Context: an optimization exercise on an open-source flow, tuned for small area and a short achievable clock period. The choices shown serve that exercise and are no tape-out recipe.
In this exercise RTL edits were held to simulation tests only and were not proved equivalent to the original.

Design iir_cascaded_serial, start of the top module:
module iir_cascaded_serial #(
    parameter DATA_WIDTH = 16,
    parameter COEFF_WIDTH = 16
) (
    input  wire                         clk,
    input  wire                         rst,
    input  wire signed [DATA_WIDTH-1:0] x_in,
    input  wire signed [COEFF_WIDTH-1:0] b0_1,
    input  wire signed [COEFF_WIDTH-1:0] b1_1,
    input  wire signed [COEFF_WIDTH-1:0] b2_1,
    input  wire signed [COEFF_WIDTH-1:0] a1_1,
    input  wire signed [COEFF_WIDTH-1:0] a2_1,
    input  wire signed [COEFF_WIDTH-1:0] b0_2,
    input  wire signed [COEFF_WIDTH-1:0] b1_2,
    input  wire signed [COEFF_WIDTH-1:0] b2_2,
    input  wire signed [COEFF_WIDTH-1:0] a1_2,
    input  wire signed [COEFF_WIDTH-1:0] a2_2,
    output wire signed [DATA_WIDTH-1:0] y_out
);
Size: about 390 flip-flops.
==> flow/config.mk <==
export PLATFORM = sky130hd
export DESIGN_NAME = iir_cascaded_serial
export DESIGN_NICKNAME = iir_cascaded_serial
export VERILOG_FILES = /design/flow/design.v
export SDC_FILE = /design/flow/constraint.sdc
export NUM_CORES = 4
export LEC_CHECK = 0
export CAP_MARGIN = 20
export CORE_MARGIN = 2
export CORE_UTILIZATION = 65
export SLEW_MARGIN = 20
==> flow/constraint.sdc <==
create_clock -name core_clock -period 17.0 [get_ports {clk}]
set_input_delay 3.4000 -clock core_clock [delete_from_list [all_inputs] [get_ports {clk}]]
set_output_delay 3.4000 -clock core_clock [all_outputs]
set_load 0.01 [all_outputs]
standard.sh (not shown) runs the stock make flow with config.mk's settings and CLKGATE_MAP_FILE= SYNTH_SCRIPT=/design/flow/synth_recipe.tcl, a recipe that flattens the netlist after the stock synthesis.
==> flow/flow/run.sh <==
#!/bin/bash
# Own flow: the standard layout (standard.sh) with these changes:
#  - synthesis script flow/synth.tcl: the standard synthesis with Yosys's early
#    "abc -fast" skipped and the final ABC mapping done by flow/abc.script
#    (same registers, names and cell types; only combinational mapping differs);
#  - repair_timing aims for 10 ns of setup slack (SETUP_SLACK_MARGIN=10), so the
#    resizer works on the design's real critical paths, not only on 17 ns;
#  - resizing may change a cell's footprint (MATCH_CELL_FOOTPRINT=0);
#  - ports are buffered with buf_4 (BUFFER_PORTS_ARGS) instead of the default cell.
# The clock period and constraints are the standard flow's (constraint.sdc, config.mk).
# make's full output goes to orfs_make.log; ORFS keeps each step's log under orfs/logs.
set -euo pipefail
W=$(pwd)
export FLOW_ABC_SCRIPT=$W/flow/abc.script
bash standard.sh SYNTH_SCRIPT=$W/flow/synth.tcl SETUP_SLACK_MARGIN=10 MATCH_CELL_FOOTPRINT=0 "BUFFER_PORTS_ARGS=-buffer_cell sky130_fd_sc_hd__buf_4" finish > $W/orfs_make.log 2>&1
==> flow/flow/abc.script <==
&get -n
&st
&dch
&nf
&put
==> flow/flow/synth.tcl <==
# Standard synthesis (synth_recipe.tcl) with two changes that touch only
# combinational logic: Yosys's early "abc -fast" is skipped so extract_fa sees
# the RTL's full adders as written, and the final ABC mapping uses
# flow/abc.script (one delay-oriented mapping with structural choices) instead
# of ORFS's speed script, which rewrites the XOR-heavy Booth logic into
# larger AND/OR logic.
proc synth {args} { yosys synth -nofsm -noshare -noabc {*}$args }
proc abc {args} {
  set i [lsearch $args -script]
  if {$i >= 0} { lset args [expr {$i+1}] $::env(FLOW_ABC_SCRIPT) }
  yosys abc {*}$args
}
source $::env(SCRIPTS_DIR)/synth.tcl
# left out here: clear keep_hierarchy, flatten, clean up, hide names made inside functions, write 1_2_yosys.v
Then changed:
PLACE_DENSITY = 0.75   (was not set)
Effect: The changed run went through all stages and came out clean; maximum frequency rises by 0.96%; design area hardly moves; global-route usage falls by 0.30 points; wire length falls by about 0.44%; non-clock buffer count falls by 7; synthesized cell count does not change; critical path depth rises by 1; core utilization stays flat; synthesized area is unchanged.

---

build 8:
Another version of the RTL of iir_cascaded_serial (not shown whole).
Size: ~6400 cells after synthesis, ~73000 um2 of cells after synthesis.
clock: 17.0 ns
lec_check: 0
cap_margin: 20
core_margin: 2
core_utilization: 40
slew_margin: 20
==> flow/flow/run.sh <==
#!/bin/bash
# Own flow: the standard layout (standard.sh) with the synthesis script
# replaced by flow/synth.tcl (same registers; different combinational mapping).
# make's full output goes to orfs_make.log; ORFS keeps each step's log under orfs/logs.
set -euo pipefail
W=$(pwd)
export FLOW_ABC_SCRIPT=$W/flow/abc.script
bash standard.sh SYNTH_SCRIPT=$W/flow/synth.tcl finish > $W/orfs_make.log 2>&1
Scripts as last shown in full above: flow/flow/abc.script, flow/flow/synth.tcl
## Diff of input files: build 68 against build 8
--- a/flow/flow/run.sh
+++ b/flow/flow/run.sh
@@ -8 +8 @@
-bash standard.sh SYNTH_SCRIPT=$W/flow/synth.tcl finish > $W/orfs_make.log 2>&1
+bash standard.sh SYNTH_SCRIPT=$W/flow/synth.tcl SETUP_SLACK_MARGIN=10 finish > $W/orfs_make.log 2>&1
## What came out
- Build 8 reports its capture point of the worst path as biquad1.Ts[23] while build 68 reports biquad1.Ts[19].
- Build 68 vs. build 8: area of combinational cells with multiple inputs increased by 3300 um2 relative to the old numbers; synthesized-area fraction occupied by ao, oa, aoi and oai cells closely matched the old numbers; fraction of standard cell area that is sequential fell 0.96 points.
Setup changes, build 68 to build 45
==> flow/run.sh (new file) <==
#!/bin/bash
# synth_recipe.tcl (not shown) runs the flow's synth.tcl, then flattens the netlist and writes it again
# the make line also repeats each setting of config.mk as NAME=value (left out here)
make -C /OpenROAD-flow-scripts/flow DESIGN_CONFIG=/design/flow/config.mk WORK_HOME=/design/flow/orfs CLKGATE_MAP_FILE= SYNTH_SCRIPT=/design/flow/synth_recipe.tcl finish
removed: flow/flow/run.sh
removed: flow/flow/abc.script
removed: flow/flow/synth.tcl
removed: flow/standard.sh
Findings:
- Top metal layer carrying routed signals = met4: build 68; top metal layer carrying routed signals = met5: build 45
- Post-cts repair resize count, build 45 and build 68: lower on build 45
- Build 68 reports its most frequent standard cell in the layout excluding fill and tap cells as xnor2_1 while build 45 reports a21oi_1.
- [compare] base=build 68 new=build 45: maximum frequency lower; post-CTS setup buffer count lower.

separate check: timing with driven ports:
In the flow no input, the clock included, has a driving cell. The finished layouts below were timed again as built, in two steps. Step 1 (the two cells are an assumption about what drives the block):
set clk [get_ports {clk}]
set_driving_cell -lib_cell sky130_fd_sc_hd__clkbuf_16 $clk
set_driving_cell -lib_cell sky130_fd_sc_hd__buf_2 [delete_from_list [all_inputs] $clk]
Step 2 moves the port delays by t, midway between the first and last clock arrival at a register: inputs arrive t later, outputs are due t later. That takes back most of the time a late clock gives input paths. Three values: ideal, step 1, step 2; two values: the first two.
run | shift t [ns] | slack for setup (ns) | worst setup path after step 2 | worst slew at a driven data input, ns
the first run of note 1 | 0.793 | 9.975 / 9.964 / 9.220 | input to register | 0.13
the second run of note 1 | 0.781 | 10.042 / 9.959 / 9.324 | input to register | 0.12
build 8 | 0.809 | 8.225 / 8.225 / 8.225 | register to register | 0.07
build 68 | 0.824 | 9.626 / 9.626 / 8.945 | input to register | 0.07
build 45 | 0.903 | 7.563 / 7.563 / 7.563 | register to register | 0.08
After both steps every run listed still meets setup and hold. For the first run of note 1, which loses most, drivers alone change the setup slack by -0.011 ns; drivers and shift together by -0.755 ns.
